From an optimization exercise on the open Yosys and OpenROAD flow, aimed at small area; shortcuts taken in it are not production practice. The RTL was checked by simulation tests, not by an equivalence proof against the original design. Power figures rest on the tool's default switching activity, not on a simulated workload.

File: flow/design.v
module k_a21o(input logic a1, input logic a2, input logic b1, output logic y); assign y = (a1 & a2) | b1; endmodule
module k_a21oi(input logic a1, input logic a2, input logic b1, output logic y); assign y = ~((a1 & a2) | b1); endmodule
module k_a222oi(input logic a1, input logic a2, input logic b1, input logic b2, input logic c1, input logic c2, output logic y); assign y = ~((a1 & a2) | (b1 & b2) | (c1 & c2)); endmodule
module k_and2(input logic a, input logic b, output logic y); assign y = a & b; endmodule
module k_and3(input logic a, input logic b, input logic c, output logic y); assign y = a & b & c; endmodule
module k_and4b(input logic an, input logic b, input logic c, input logic d, output logic y); assign y = ~an & b & c & d; endmodule
module k_inv(input logic a, output logic y); assign y = ~a; endmodule
module k_mux2i(input logic a0, input logic a1, input logic s, output logic y); assign y = ~(s ? a1 : a0); endmodule
module k_nand2(input logic a, input logic b, output logic y); assign y = ~(a & b); endmodule
module k_nand2b(input logic an, input logic b, output logic y); assign y = ~(~an & b); endmodule
module k_nand3(input logic a, input logic b, input logic c, output logic y); assign y = ~(a & b & c); endmodule
module k_nand3b(input logic an, input logic b, input logic c, output logic y); assign y = ~(~an & b & c); endmodule
module k_nand4(input logic a, input logic b, input logic c, input logic d, output logic y); assign y = ~(a & b & c & d); endmodule
module k_nor2(input logic a, input logic b, output logic y); assign y = ~(a | b); endmodule
module k_nor3(input logic a, input logic b, input logic c, output logic y); assign y = ~(a | b | c); endmodule
module k_nor3b(input logic a, input logic b, input logic cn, output logic y); assign y = ~(a | b | ~cn); endmodule
module k_nor4(input logic a, input logic b, input logic c, input logic d, output logic y); assign y = ~(a | b | c | d); endmodule
module k_o21ai(input logic a1, input logic a2, input logic b1, output logic y); assign y = ~((a1 | a2) & b1); endmodule
module k_or2(input logic a, input logic b, output logic y); assign y = a | b; endmodule
module k_xor2(input logic a, input logic b, output logic y); assign y = a ^ b; endmodule
module k_ha(input logic a, input logic b, output logic s, output logic co); assign s = a ^ b; assign co = a & b; endmodule
module exe_unit_w48 (i_argA, i_argB, i_oper, i_clk, i_rst, o_carry, o_result, o_status, o_error_konw, o_error_ust);
    input  logic        i_clk;
    input  logic        i_rst;
    input  logic [1:0]  i_oper;
    input  logic [31:0] i_argB;
    input  logic [31:0] i_argA;
    output logic [31:0] o_result;
    output logic [3:0]  o_status;
    output logic        o_error_konw;
    output logic        o_error_ust;
    output logic        o_carry;
    logic [31:0] a, b, w;
    logic [1:0]  op;
    logic        err_d, err_q, v_q;
    assign a  = i_argA;
    assign b  = i_argB;
    assign op = i_oper;
    logic t0, g0, t1, g1, t2, g2, t3, g3, t4, g4, t5, g5, t6, g6, t7, g7, t8, g8, t9, g9, t10, g10, t11, g11, t12, g12, t13, g13, t14, g14, t15, g15, t16, g16, t17, g17, t18, g18, t19, g19, t20, g20, t21, g21, t22, g22, t23, g23, t24, g24, t25, g25, t26, g26, t27, g27, t28, g28, t29, g29, t30, g30, t31, g31, n33, n34, n35, n36, n37, n38, n39, n40, n41, n42, n43, n44, n45, n46, n47, n48, n49, n50, n51, n52, n53, n54, n55, n56, n57, n58, n59, n60, n61, n62, n63, n64, n65, n66, n67, n68, n69, n70, n71, n72, n73, n74, n75, n76, n77, n78, n79, n80, n81, n82, n83, n84, n85, n86, n87, n88, n89, n90, n91, n92, n93, n94, n95, n96, n97, n98, n99, n100, n101, n102, n103, n104, n105, n106, n107, n108, n109, n110, n111, n112, n113, n114, n115, n116, n117, n118, n119, n120, n121, n122, n123, n124, n125, n126, n127, n128, n129, n130, n131, n132, n133, n134, n135, n136, n137, n138, n139, n140, n141, n142, n143, n144, n145, n146, n147, n148, n149, n150, n151, n152, n153, n154, n155, n156, n157, n158, n159, n160, n161, n162, n163, n164, n165, n166, n167, n168, n169, n170, n171, n172, n173, n174, n175, n176, n177, n178, n179, n180, n181, n182, n183, n184, n185, n186, n187, n188, n189, n190, n191, n192, n193, n194, n195, n196, n197, n198, n199, n200, n201, n202, n203, n204, n205, n206, n207, n208, n209, n210, n211, n212, n213, n214, n215, n216, n217, n218, n219, n220, n221, n222, n223, n224, n225, n226, n227, n228, n229, n230, n231, n232, n233, n234, n235, n236, n237, n238, n239, n240, n241, n242, n243, n244, n245, n246, n247, n248, n249, n250, n251, n252, n253, n254, n255, n256, n257, n258, n259, n260, n261, n262, n263, n264, n265, n266, n267, n268, n269, n270, n271, n272, n273, n274, n275, n276, n277, n278, n279, n280, n281, n282, n283, n284, n285, n286, n287, n288, n289, n290, n291, n292, n293, n294, n295, n296, n297, n298, n299, n300, n301, n302, n303, n304, n305, n306, n307, n308, n309, n310, n311, n312, n313, n314, n315, n316, n317, n318, n319, n320, n321, n322, n323, n324, n325, n326, n327, n328, n329, n330, n331;
    k_ha u1 (a[0], b[0], t0, g0);
    k_ha u2 (a[1], b[1], t1, g1);
    k_ha u3 (a[2], b[2], t2, g2);
    k_ha u4 (a[3], b[3], t3, g3);
    k_ha u5 (a[4], b[4], t4, g4);
    k_ha u6 (a[5], b[5], t5, g5);
    k_ha u7 (a[6], b[6], t6, g6);
    k_ha u8 (a[7], b[7], t7, g7);
    k_ha u9 (a[8], b[8], t8, g8);
    k_ha u10 (a[9], b[9], t9, g9);
    k_ha u11 (a[10], b[10], t10, g10);
    k_ha u12 (a[11], b[11], t11, g11);
    k_ha u13 (a[12], b[12], t12, g12);
    k_ha u14 (a[13], b[13], t13, g13);
    k_ha u15 (a[14], b[14], t14, g14);
    k_ha u16 (a[15], b[15], t15, g15);
    k_ha u17 (a[16], b[16], t16, g16);
    k_ha u18 (a[17], b[17], t17, g17);
    k_ha u19 (a[18], b[18], t18, g18);
    k_ha u20 (a[19], b[19], t19, g19);
    k_ha u21 (a[20], b[20], t20, g20);
    k_ha u22 (a[21], b[21], t21, g21);
    k_ha u23 (a[22], b[22], t22, g22);
    k_ha u24 (a[23], b[23], t23, g23);
    k_ha u25 (a[24], b[24], t24, g24);
    k_ha u26 (a[25], b[25], t25, g25);
    k_ha u27 (a[26], b[26], t26, g26);
    k_ha u28 (a[27], b[27], t27, g27);
    k_ha u29 (a[28], b[28], t28, g28);
    k_ha u30 (a[29], b[29], t29, g29);
    k_ha u31 (a[30], b[30], t30, g30);
    k_ha u32 (a[31], b[31], t31, g31);
    k_a21oi u33 (t17, g16, g17, n33);
    k_nand2 u34 (t17, t16, n34);
    k_a21oi u35 (t19, g18, g19, n35);
    k_nand2 u36 (t19, t18, n36);
    k_o21ai u37 (n36, n33, n35, n37);
    k_nor2 u38 (n36, n34, n38);
    k_a21oi u39 (t21, g20, g21, n39);
    k_nand2 u40 (t21, t20, n40);
    k_a21oi u41 (t23, g22, g23, n41);
    k_nand2 u42 (t23, t22, n42);
    k_o21ai u43 (n42, n39, n41, n43);
    k_nor2 u44 (n42, n40, n44);
    k_a21oi u45 (t25, g24, g25, n45);
    k_nand2 u46 (t25, t24, n46);
    k_a21oi u47 (t27, g26, g27, n47);
    k_nand2 u48 (t27, t26, n48);
    k_o21ai u49 (n48, n45, n47, n49);
    k_nor2 u50 (n48, n46, n50);
    k_a21oi u51 (t29, g28, g29, n51);
    k_nand2 u52 (t29, t28, n52);
    k_a21oi u53 (t31, g30, g31, n53);
    k_nand2 u54 (t31, t30, n54);
    k_o21ai u55 (n54, n51, n53, n55);
    k_nor2 u56 (n54, n52, n56);
    k_a21o u57 (t1, g0, g1, n57);
    k_a21o u58 (t2, n57, g2, n58);
    k_a21o u59 (t3, n58, g3, n59);
    k_a21o u60 (t4, n59, g4, n60);
    k_a21o u61 (t5, n60, g5, n61);
    k_a21o u62 (t6, n61, g6, n62);
    k_a21o u63 (t7, n62, g7, n63);
    k_a21o u64 (t8, n63, g8, n64);
    k_a21o u65 (t9, n64, g9, n65);
    k_a21o u66 (t10, n65, g10, n66);
    k_a21o u67 (t11, n66, g11, n67);
    k_a21o u68 (t12, n67, g12, n68);
    k_a21o u69 (t13, n68, g13, n69);
    k_a21o u70 (t14, n69, g14, n70);
    k_a21o u71 (t15, n70, g15, n71);
    k_a21o u72 (n38, n71, n37, n72);
    k_a21o u73 (t16, n71, g16, n73);
    k_a21o u74 (t17, n73, g17, n74);
    k_a21o u75 (t18, n74, g18, n75);
    k_a21o u76 (n44, n72, n43, n76);
    k_a21o u77 (t20, n72, g20, n77);
    k_a21o u78 (t21, n77, g21, n78);
    k_a21o u79 (t22, n78, g22, n79);
    k_a21o u80 (n50, n76, n49, n80);
    k_a21o u81 (t24, n76, g24, n81);
    k_a21o u82 (t25, n81, g25, n82);
    k_a21o u83 (t26, n82, g26, n83);
    k_a21o u84 (n56, n80, n55, n84);
    k_a21o u85 (t28, n80, g28, n85);
    k_a21o u86 (t29, n85, g29, n86);
    k_a21o u87 (t30, n86, g30, n87);
    assign o_carry = n84;
    k_nand2 u88 (t0, a[0], n88);
    k_mux2i u89 (n88, b[1], t1, n89);
    k_mux2i u90 (n89, a[2], t2, n90);
    k_mux2i u91 (n90, b[3], t3, n91);
    k_mux2i u92 (n91, a[4], t4, n92);
    k_mux2i u93 (n92, b[5], t5, n93);
    k_mux2i u94 (n93, a[6], t6, n94);
    k_mux2i u95 (n94, b[7], t7, n95);
    k_mux2i u96 (n95, a[8], t8, n96);
    k_mux2i u97 (n96, b[9], t9, n97);
    k_mux2i u98 (n97, a[10], t10, n98);
    k_mux2i u99 (n98, b[11], t11, n99);
    k_mux2i u100 (n99, a[12], t12, n100);
    k_mux2i u101 (n100, b[13], t13, n101);
    k_mux2i u102 (n101, a[14], t14, n102);
    k_mux2i u103 (n102, b[15], t15, n103);
    k_mux2i u104 (n103, a[16], t16, n104);
    k_mux2i u105 (n104, b[17], t17, n105);
    k_mux2i u106 (n105, a[18], t18, n106);
    k_mux2i u107 (n106, b[19], t19, n107);
    k_mux2i u108 (n107, a[20], t20, n108);
    k_mux2i u109 (n108, b[21], t21, n109);
    k_mux2i u110 (n109, a[22], t22, n110);
    k_mux2i u111 (n110, b[23], t23, n111);
    k_mux2i u112 (n111, a[24], t24, n112);
    k_mux2i u113 (n112, b[25], t25, n113);
    k_mux2i u114 (n113, a[26], t26, n114);
    k_mux2i u115 (n114, b[27], t27, n115);
    k_mux2i u116 (n115, a[28], t28, n116);
    k_mux2i u117 (n116, b[29], t29, n117);
    k_mux2i u118 (n117, a[30], t30, n118);
    k_mux2i u119 (n118, b[31], t31, n119);
    k_nor4 u120 (b[5], b[6], b[7], b[8], n120);
    k_nor4 u121 (b[9], b[10], b[11], b[12], n121);
    k_nor4 u122 (b[13], b[14], b[15], b[16], n122);
    k_nor4 u123 (b[17], b[18], b[19], b[20], n123);
    k_nor4 u124 (b[21], b[22], b[23], b[24], n124);
    k_nor4 u125 (b[25], b[26], b[27], b[28], n125);
    k_nor3 u126 (b[29], b[30], b[31], n126);
    k_nand4 u127 (n120, n121, n122, n123, n127);
    k_nand3 u128 (n124, n125, n126, n128);
    k_or2 u129 (n127, n128, n129);
    assign o_error_ust = n129;
    k_nor4 u130 (a[0], a[1], a[2], a[3], n130);
    k_nor4 u131 (a[4], a[5], a[6], a[7], n131);
    k_nor4 u132 (a[8], a[9], a[10], a[11], n132);
    k_nor4 u133 (a[12], a[13], a[14], a[15], n133);
    k_nor4 u134 (a[16], a[17], a[18], a[19], n134);
    k_nor4 u135 (a[20], a[21], a[22], a[23], n135);
    k_nor4 u136 (a[24], a[25], a[26], a[27], n136);
    k_nor3 u137 (a[28], a[29], a[30], n137);
    k_nand4 u138 (n130, n131, n132, n133, n138);
    k_nand3b u139 (n138, n134, n135, n139);
    k_and4b u140 (n139, n136, n137, a[31], n140);
    assign o_error_konw = n140;
    k_or2 u141 (n140, n129, n141);
    k_nor2 u142 (op[0], op[1], n142);
    k_nand2b u143 (op[1], op[0], n143);
    k_and3 u144 (op[0], op[1], a[31], n144);
    k_nor3b u145 (op[0], n129, op[1], n145);
    k_and2 u146 (n144, a[0], n146);
    k_nand2 u147 (n130, n131, n147);
    k_and2 u148 (n144, n147, n148);
    k_and2 u149 (n144, n138, n149);
    k_and2 u150 (n144, n139, n150);
    k_a21o u151 (n144, a[1], n146, n151);
    k_a21o u152 (n144, a[2], n151, n152);
    k_a21o u153 (n144, a[3], n152, n153);
    k_a21o u154 (n144, a[4], n153, n154);
    k_a21o u155 (n144, a[5], n154, n155);
    k_a21o u156 (n144, a[6], n155, n156);
    k_a21o u157 (n144, a[8], n148, n157);
    k_a21o u158 (n144, a[9], n157, n158);
    k_a21o u159 (n144, a[10], n158, n159);
    k_a21o u160 (n144, a[11], n159, n160);
    k_a21o u161 (n144, a[12], n160, n161);
    k_a21o u162 (n144, a[13], n161, n162);
    k_a21o u163 (n144, a[14], n162, n163);
    k_a21o u164 (n144, a[16], n149, n164);
    k_a21o u165 (n144, a[17], n164, n165);
    k_a21o u166 (n144, a[18], n165, n166);
    k_a21o u167 (n144, a[19], n166, n167);
    k_a21o u168 (n144, a[20], n167, n168);
    k_a21o u169 (n144, a[21], n168, n169);
    k_a21o u170 (n144, a[22], n169, n170);
    k_a21o u171 (n144, a[24], n150, n171);
    k_a21o u172 (n144, a[25], n171, n172);
    k_a21o u173 (n144, a[26], n172, n173);
    k_a21o u174 (n144, a[27], n173, n174);
    k_a21o u175 (n144, a[28], n174, n175);
    k_a21o u176 (n144, a[29], n175, n176);
    k_inv u177 (b[0], n177);
    k_inv u178 (b[1], n178);
    k_inv u179 (b[2], n179);
    k_inv u180 (b[3], n180);
    k_inv u181 (b[4], n181);
    k_and3 u182 (n177, n178, n145, n182);
    k_and3 u183 (b[0], n178, n145, n183);
    k_and3 u184 (n177, b[1], n145, n184);
    k_and3 u185 (b[0], b[1], n145, n185);
    k_and3 u186 (n179, n180, n181, n186);
    k_and3 u187 (b[2], n180, n181, n187);
    k_and3 u188 (n179, b[3], n181, n188);
    k_and3 u189 (b[2], b[3], n181, n189);
    k_and3 u190 (n179, n180, b[4], n190);
    k_and3 u191 (b[2], n180, b[4], n191);
    k_and3 u192 (n179, b[3], b[4], n192);
    k_and3 u193 (b[2], b[3], b[4], n193);
    k_a222oi u194 (n142, t0, op[1], a[0], n182, n186, n194);
    k_o21ai u195 (n143, n119, n194, n195);
    k_a222oi u196 (n142, t1, op[1], a[1], n183, n186, n196);
    k_a21oi u197 (n142, g0, n146, n197);
    k_xor2 u198 (n196, n197, n198);
    k_a222oi u199 (n142, t2, op[1], a[2], n184, n186, n199);
    k_a21oi u200 (n142, n57, n151, n200);
    k_xor2 u201 (n199, n200, n201);
    k_a222oi u202 (n142, t3, op[1], a[3], n185, n186, n202);
    k_a21oi u203 (n142, n58, n152, n203);
    k_xor2 u204 (n202, n203, n204);
    k_a222oi u205 (n142, t4, op[1], a[4], n182, n187, n205);
    k_a21oi u206 (n142, n59, n153, n206);
    k_xor2 u207 (n205, n206, n207);
    k_a222oi u208 (n142, t5, op[1], a[5], n183, n187, n208);
    k_a21oi u209 (n142, n60, n154, n209);
    k_xor2 u210 (n208, n209, n210);
    k_a222oi u211 (n142, t6, op[1], a[6], n184, n187, n211);
    k_a21oi u212 (n142, n61, n155, n212);
    k_xor2 u213 (n211, n212, n213);
    k_a222oi u214 (n142, t7, op[1], a[7], n185, n187, n214);
    k_a21oi u215 (n142, n62, n156, n215);
    k_xor2 u216 (n214, n215, n216);
    k_a222oi u217 (n142, t8, op[1], a[8], n182, n188, n217);
    k_a21oi u218 (n142, n63, n148, n218);
    k_xor2 u219 (n217, n218, n219);
    k_a222oi u220 (n142, t9, op[1], a[9], n183, n188, n220);
    k_a21oi u221 (n142, n64, n157, n221);
    k_xor2 u222 (n220, n221, n222);
    k_a222oi u223 (n142, t10, op[1], a[10], n184, n188, n223);
    k_a21oi u224 (n142, n65, n158, n224);
    k_xor2 u225 (n223, n224, n225);
    k_a222oi u226 (n142, t11, op[1], a[11], n185, n188, n226);
    k_a21oi u227 (n142, n66, n159, n227);
    k_xor2 u228 (n226, n227, n228);
    k_a222oi u229 (n142, t12, op[1], a[12], n182, n189, n229);
    k_a21oi u230 (n142, n67, n160, n230);
    k_xor2 u231 (n229, n230, n231);
    k_a222oi u232 (n142, t13, op[1], a[13], n183, n189, n232);
    k_a21oi u233 (n142, n68, n161, n233);
    k_xor2 u234 (n232, n233, n234);
    k_a222oi u235 (n142, t14, op[1], a[14], n184, n189, n235);
    k_a21oi u236 (n142, n69, n162, n236);
    k_xor2 u237 (n235, n236, n237);
    k_a222oi u238 (n142, t15, op[1], a[15], n185, n189, n238);
    k_a21oi u239 (n142, n70, n163, n239);
    k_xor2 u240 (n238, n239, n240);
    k_a222oi u241 (n142, t16, op[1], a[16], n182, n190, n241);
    k_a21oi u242 (n142, n71, n149, n242);
    k_xor2 u243 (n241, n242, n243);
    k_a222oi u244 (n142, t17, op[1], a[17], n183, n190, n244);
    k_a21oi u245 (n142, n73, n164, n245);
    k_xor2 u246 (n244, n245, n246);
    k_a222oi u247 (n142, t18, op[1], a[18], n184, n190, n247);
    k_a21oi u248 (n142, n74, n165, n248);
    k_xor2 u249 (n247, n248, n249);
    k_a222oi u250 (n142, t19, op[1], a[19], n185, n190, n250);
    k_a21oi u251 (n142, n75, n166, n251);
    k_xor2 u252 (n250, n251, n252);
    k_a222oi u253 (n142, t20, op[1], a[20], n182, n191, n253);
    k_a21oi u254 (n142, n72, n167, n254);
    k_xor2 u255 (n253, n254, n255);
    k_a222oi u256 (n142, t21, op[1], a[21], n183, n191, n256);
    k_a21oi u257 (n142, n77, n168, n257);
    k_xor2 u258 (n256, n257, n258);
    k_a222oi u259 (n142, t22, op[1], a[22], n184, n191, n259);
    k_a21oi u260 (n142, n78, n169, n260);
    k_xor2 u261 (n259, n260, n261);
    k_a222oi u262 (n142, t23, op[1], a[23], n185, n191, n262);
    k_a21oi u263 (n142, n79, n170, n263);
    k_xor2 u264 (n262, n263, n264);
    k_a222oi u265 (n142, t24, op[1], a[24], n182, n192, n265);
    k_a21oi u266 (n142, n76, n150, n266);
    k_xor2 u267 (n265, n266, n267);
    k_a222oi u268 (n142, t25, op[1], a[25], n183, n192, n268);
    k_a21oi u269 (n142, n81, n171, n269);
    k_xor2 u270 (n268, n269, n270);
    k_a222oi u271 (n142, t26, op[1], a[26], n184, n192, n271);
    k_a21oi u272 (n142, n82, n172, n272);
    k_xor2 u273 (n271, n272, n273);
    k_a222oi u274 (n142, t27, op[1], a[27], n185, n192, n274);
    k_a21oi u275 (n142, n83, n173, n275);
    k_xor2 u276 (n274, n275, n276);
    k_a222oi u277 (n142, t28, op[1], a[28], n182, n193, n277);
    k_a21oi u278 (n142, n80, n174, n278);
    k_xor2 u279 (n277, n278, n279);
    k_a222oi u280 (n142, t29, op[1], a[29], n183, n193, n280);
    k_a21oi u281 (n142, n85, n175, n281);
    k_xor2 u282 (n280, n281, n282);
    k_a222oi u283 (n142, t30, op[1], a[30], n184, n193, n283);
    k_a21oi u284 (n142, n86, n176, n284);
    k_xor2 u285 (n283, n284, n285);
    k_a222oi u286 (n142, t31, op[1], a[31], n185, n193, n286);
    k_nand2 u287 (n142, n87, n287);
    k_xor2 u288 (n286, n287, n288);
    assign w = {n288, n285, n282, n279, n276, n273, n270, n267, n264, n261, n258, n255, n252, n249, n246, n243, n240, n237, n234, n231, n228, n225, n222, n219, n216, n213, n210, n207, n204, n201, n198, n195};
    assign err_d = n141;
    k_xor2 u289 (o_result[0], o_result[1], n289);
    k_xor2 u290 (o_result[2], o_result[3], n290);
    k_xor2 u291 (o_result[4], o_result[5], n291);
    k_xor2 u292 (o_result[6], o_result[7], n292);
    k_xor2 u293 (o_result[8], o_result[9], n293);
    k_xor2 u294 (o_result[10], o_result[11], n294);
    k_xor2 u295 (o_result[12], o_result[13], n295);
    k_xor2 u296 (o_result[14], o_result[15], n296);
    k_xor2 u297 (o_result[16], o_result[17], n297);
    k_xor2 u298 (o_result[18], o_result[19], n298);
    k_xor2 u299 (o_result[20], o_result[21], n299);
    k_xor2 u300 (o_result[22], o_result[23], n300);
    k_xor2 u301 (o_result[24], o_result[25], n301);
    k_xor2 u302 (o_result[26], o_result[27], n302);
    k_xor2 u303 (o_result[28], o_result[29], n303);
    k_xor2 u304 (o_result[30], o_result[31], n304);
    k_xor2 u305 (n289, n290, n305);
    k_xor2 u306 (n291, n292, n306);
    k_xor2 u307 (n293, n294, n307);
    k_xor2 u308 (n295, n296, n308);
    k_xor2 u309 (n297, n298, n309);
    k_xor2 u310 (n299, n300, n310);
    k_xor2 u311 (n301, n302, n311);
    k_xor2 u312 (n303, n304, n312);
    k_xor2 u313 (n305, n306, n313);
    k_xor2 u314 (n307, n308, n314);
    k_xor2 u315 (n309, n310, n315);
    k_xor2 u316 (n311, n312, n316);
    k_xor2 u317 (n313, n314, n317);
    k_xor2 u318 (n315, n316, n318);
    k_xor2 u319 (n317, n318, n319);
    k_xor2 u320 (n319, v_q, n320);
    k_nor4 u321 (o_result[0], o_result[1], o_result[2], o_result[3], n321);
    k_nor4 u322 (o_result[4], o_result[5], o_result[6], o_result[7], n322);
    k_nor4 u323 (o_result[8], o_result[9], o_result[10], o_result[11], n323);
    k_nor4 u324 (o_result[12], o_result[13], o_result[14], o_result[15], n324);
    k_nor4 u325 (o_result[16], o_result[17], o_result[18], o_result[19], n325);
    k_nor4 u326 (o_result[20], o_result[21], o_result[22], o_result[23], n326);
    k_nor4 u327 (o_result[24], o_result[25], o_result[26], o_result[27], n327);
    k_nor4 u328 (o_result[28], o_result[29], o_result[30], o_result[31], n328);
    k_nand4 u329 (n321, n322, n323, n324, n329);
    k_nand4 u330 (n325, n326, n327, n328, n330);
    k_nor3b u331 (n329, n330, v_q, n331);
    assign o_status = {n320, o_result[31], n331, err_q};
    always_ff @(posedge i_clk, posedge i_rst) begin
        if (i_rst) begin
            o_result <= '0;
            err_q    <= 1'b0;
            v_q      <= 1'b0;
        end else begin
            o_result <= w;
            err_q    <= err_d;
            v_q      <= ~i_rst;
        end
    end
endmodule
File: flow/config.mk
export PLATFORM = sky130hd
export DESIGN_NAME = exe_unit_w48
export DESIGN_NICKNAME = exe_unit_w48
export VERILOG_FILES = /design/flow/design.v
export SDC_FILE = /design/flow/constraint.sdc
export NUM_CORES = 4
export LEC_CHECK = 0
export CAP_MARGIN = 0
export CORE_MARGIN = 2
export CORE_UTILIZATION = 40
export PLACE_DENSITY = 0.6
export SLEW_MARGIN = 0
export SYNTH_HIERARCHICAL = 1
File: flow/constraint.sdc
create_clock -name core_clock -period 7.0 [get_ports {i_clk}]
set_input_delay 1.4000 -clock core_clock [delete_from_list [all_inputs] [get_ports {i_clk}]]
set_output_delay 1.4000 -clock core_clock [all_outputs]
set_load 0.01 [all_outputs]
File: flow/standard.sh
#!/bin/bash
# synth_recipe.tcl (not shown) runs the flow's synth.tcl, then flattens the netlist and writes it again
# the make line also repeats each setting of config.mk as NAME=value (left out here)
make -C /OpenROAD-flow-scripts/flow DESIGN_CONFIG=/design/flow/config.mk WORK_HOME=/design/flow/orfs CLKGATE_MAP_FILE= SYNTH_SCRIPT=/design/flow/synth_recipe.tcl "${@:-finish}"
File: flow/flow/downsize.tcl
# Sourced by ORFS right after it loads the synthesized netlist (POST_SYNTH_TCL):
# every combinational cell that synthesis sized above drive strength 1 is set
# back to its drive-1 variant; the timing repair later in the flow upsizes
# only what the timing needs. Registers and tie cells are left alone.
set n 0
foreach inst [get_cells *] {
  set ref [get_property $inst ref_name]
  if {![regexp {^(sky130_fd_sc_hd__[a-z0-9]+)_([0-9]+)$} $ref -> base sz]} { continue }
  if {$sz <= 1} { continue }
  if {[string match "*__df*" $base] || [string match "*__conb*" $base]} { continue }
  set target ${base}_1
  if {[llength [get_lib_cells -quiet $target]] == 0} { continue }
  replace_cell $inst $target
  incr n
}
puts "downsize: $n cells set to drive strength 1"
File: flow/flow/run.sh
#!/bin/bash
# Layout flow: the standard flow (standard.sh, ORFS) with these changes:
#  - after synthesis, combinational cells are set back to drive strength 1
#    (flow/downsize.tcl, run through ORFS's POST_SYNTH_TCL hook);
#  - the port buffers that ORFS inserts on every input and output are buf_1;
#  - clock tree: all 34 registers in one sink cluster, no dummy loads.
# The synthesis itself is the standard synthesis, unchanged.
set -euo pipefail
W=$(pwd)
export POST_SYNTH_TCL="$W/flow/downsize.tcl"
export BUFFER_PORTS_ARGS="-buffer_cell sky130_fd_sc_hd__buf_1"
export CTS_ARGS="-sink_clustering_enable -repair_clock_nets -sink_clustering_size 40 -sink_clustering_max_diameter 200 -dont_use_dummy_load -buf_list sky130_fd_sc_hd__clkbuf_4 -root_buf sky130_fd_sc_hd__clkbuf_4"
bash standard.sh finish > "$W/orfs_flow.log" 2>&1
==> flow_metrics.py <==
metrics = {
    "clocking": {
        "cts.sinks": 34,
        "clk_pin_slew_worst_paths_ns": 0.11,
        "root_buffer": "clkbuf_4",
        "cts_made_buffers": 5,
        "htreeDepth": 2,
        "cts_hold_buf": 0,
        "cts_buffer_depth": 2,
        "cts_tree": "yes",
    },
    "sta": {
        "fin_crit_sh": 0.972,
        "drv_slew": 0,
        "finalHoldViolCount": 0,
        "fin_crit_ns": 6.80,
        "setup_viol": 0,
        "worst_pin_slew_ns": 1.28,
        "rsz0062_at_grt": "no",
        "max_freq_mhz": 147,
        "setup_tns_ns": 0,
        "max_slew_margin": 0.142,
        "worst_slack_ns": 0.199,
    },
    "place": {
        "pre_cts_ws_ns": 0.211,
        "place_hpwl_um": 8140,
        "gp_congestion": 0.914,
        "dpl_cell_area_mm2": 0.00405,
        "place_inst": 583,
        "portBuffers": 106,
    },
    "floorplan": {
        "die_area_mm2": 0.00952,
        "start_util": 0.408,
        "io-pin-count": 107,
        "die_x_um": 97.6,
        "rows": 34,
        "dieHeight_um": 97.6,
        "fp.coreArea_mm2": 0.00859,
    },
    "final_layout": {
        "num_antenna_cells": 0,
        "final_cells": 588,
        "drive_gt1_frac": 0.0208,
        "post-route-cell-area_mm2": 0.00409,
        "area_delta_synth_final_pct": 16.7,
        "layout.nets": 582,
    },
    "setup_path": {
        "slowest_delay_ns": 0.35,
        "path_common_cell": "a21o_1",
        "crit_fanout": 4,
        "arrival_ns": 5.40,
        "required_ns": 5.60,
        "cp-end-kind": "output port",
        "crit_type": "primary input to output port",
        "start_kind": "primary input",
        "path_cells": "buf_1, ha_1, a21o_1, a21o_1, a21o_1, a21o_1, a21o_1, a21o_1, a21o_1, a21o_1, a21o_1, a21o_1, a21o_1, a21o_1, a21o_1, a21o_1, a21o_1, a21o_1, a21o_1, a21o_1, a21o_1, buf_1",
        "cp_slowest_cell": "ha_1",
    },
    "detailed_routing": {
        "wl_um": 10400,
        "vias": 3467,
        "drcViolationCount": 0,
        "ant_nets": 0,
        "dr.pass1.iters": 10,
        "drtIter0Drc": 368,
        "wire_per_inst_um": 17.7,
        "drt-vias-per-instance": 5.90,
    },
    "yosys": {
        "yosys_warnings": 7,
        "avgSynthCellArea_um2": 9.47,
        "syn-cell-area_mm2": 0.00350,
        "syn_inst": 370,
        "synthesis.nets": 470,
    },
    "pwr": {
        "power_frac_comb": 0.580,
        "pwr-share-seq": 0.310,
        "p_sw_mw": 0.396,
        "clkPwrFrac": 0.110,
        "intPower_mw": 0.472,
        "power.density_mw_per_mm2": 212,
        "power_mw": 0.869,
        "power.leakage_nw": 2.03,
        "ir_drop_uv": 120,
        "switching_share": 0.456,
    },
    "grt": {
        "grt_overflow": 0,
        "grt_max_degree": 64,
        "grt_pass1_vias": 3434,
        "antenna_found_initial": 0,
        "grt_pass1_wl_um": 16900,
        "grt_usage": 0.219,
    },
    "run_status": {
        "status": "timing/DRC/antenna clean",
    },
    "flow_run": {
        "cap_violations": 0,
    },
    "min_path": {
        "hold_path.class": "primary input to async pin",
    },
}
final cells by class:
type / count / area [um^2]
repair buffers: 109 / 422
clock buffers: 5 / 37.5
inverters: 6 / 22.5
multi-input cells: 326 / 2620
flip-flops and latches: 34 / 851
well taps: 108 / 135
fillers: 904 / 4500
per-stage QoR:
stage	util	hold slack [ns]
2_1_floorplan	-	1.54
3_3_place_gp	0.471	1.49
3_5_place_dp	0.471	1.50
4_1_cts	0.476	1.12
5_1_grt	0.476	1.14
6_report	0.476	1.11
flip-flops by register name (all words and copies together), names as in the netlist:
signal and cells:
err_q 1, o_result 32, v_q 1
worst max-delay path by stage:
stage / end / cells after the start / slack (ns) / start
4_1_cts: o_carry / 22 / 0.20 / i_argB[1]
2_1_floorplan: o_carry / 20 / 0.78 / i_argA[1]
3_5_place_dp: o_carry / 22 / 0.21 / i_argB[1]
3_3_place_gp: o_carry / 22 / 0.36 / i_argB[1]
5_1_grt: o_carry / 22 / 0.02 / i_argA[1]
6_report: o_carry / 22 / 0.20 / i_argA[1]
power by group through the flow:
stage	Sequential, mW	Combinational [mW]	Clock (mW)
finish	0.270	0.504	0.0956
global route	0.275	0.562	0.111
CTS	0.270	0.503	0.0988
detailed placement	0.274	0.501	0
global placement	0.272	0.497	0
floorplan	0.284	0.349	0
placed cells by master (no fill, tap or decap):
cell and instances:
buf_1 105, xor2_1 63, a21o_1 57, a21oi_1 38, dfrtp_1 34, ha_1 32
a222oi_1 32, mux2i_1 31, nor4_1 21, and3_1 13, nand2_1 11, inv_1 6
o21ai_1 5, clkbuf_4 5, nand4_1 4, and2_1 4, nor2_1 4, buf_4 3
nor3_1 2, or2_1 2, nor3b_1 2, nand3_1 1, nand3b_1 1, and4b_1 1
nor2_4 1, nand2b_1 1, clkbuf_2 1
timing repair:
| item | in CTS | in global routing |
|---|---|---|
| resized for setup | 0 | 1 |
| setup endpoints to repair | 0 | 1 |
| setup buffers | 0 | 0 |
critical path: cells and delay by family:
kind / cells / cell delay (ns)
buf+inv: 2 / 0.24
compound gates: 19 / 3.41
fa+ha+maj: 1 / 0.35
metal layers:
metal  part of all wire  vias to the layer above  routed length (um)  GRT usage
li1                   -                     1696                   -          -
met1               0.45                     1626                4700      0.297
met2               0.47                      126                4860      0.363
met3              0.060                       19                 620     0.0324
met4              0.024                        0                 248     0.0673
met5                  0                        -                   0          0

what the ideal ports hide:
How much do the figures lean on ideal ports? The routed layout below was timed once more, with nothing changed but the port constraints.
Step 1 sets driving cells, clkbuf_16 on the clock port and buf_2 on the other inputs (assumed; they add their load-dependent delay and slew).
Step 2 also shifts input and output timing later by t, the mid clock arrival at the registers, as if the neighbouring blocks saw the same clock.
Slacks: ideal / step 1 / step 2; pairs: ideal / step 1.
t (ns): 0.357
setup slack, ns: 0.199 / 0.175 / 0.175
worst setup path at the end: input to output
After both steps this run still meets setup and hold. For this run, drivers alone change the setup slack by -0.024 ns; drivers and shift together by -0.024 ns.
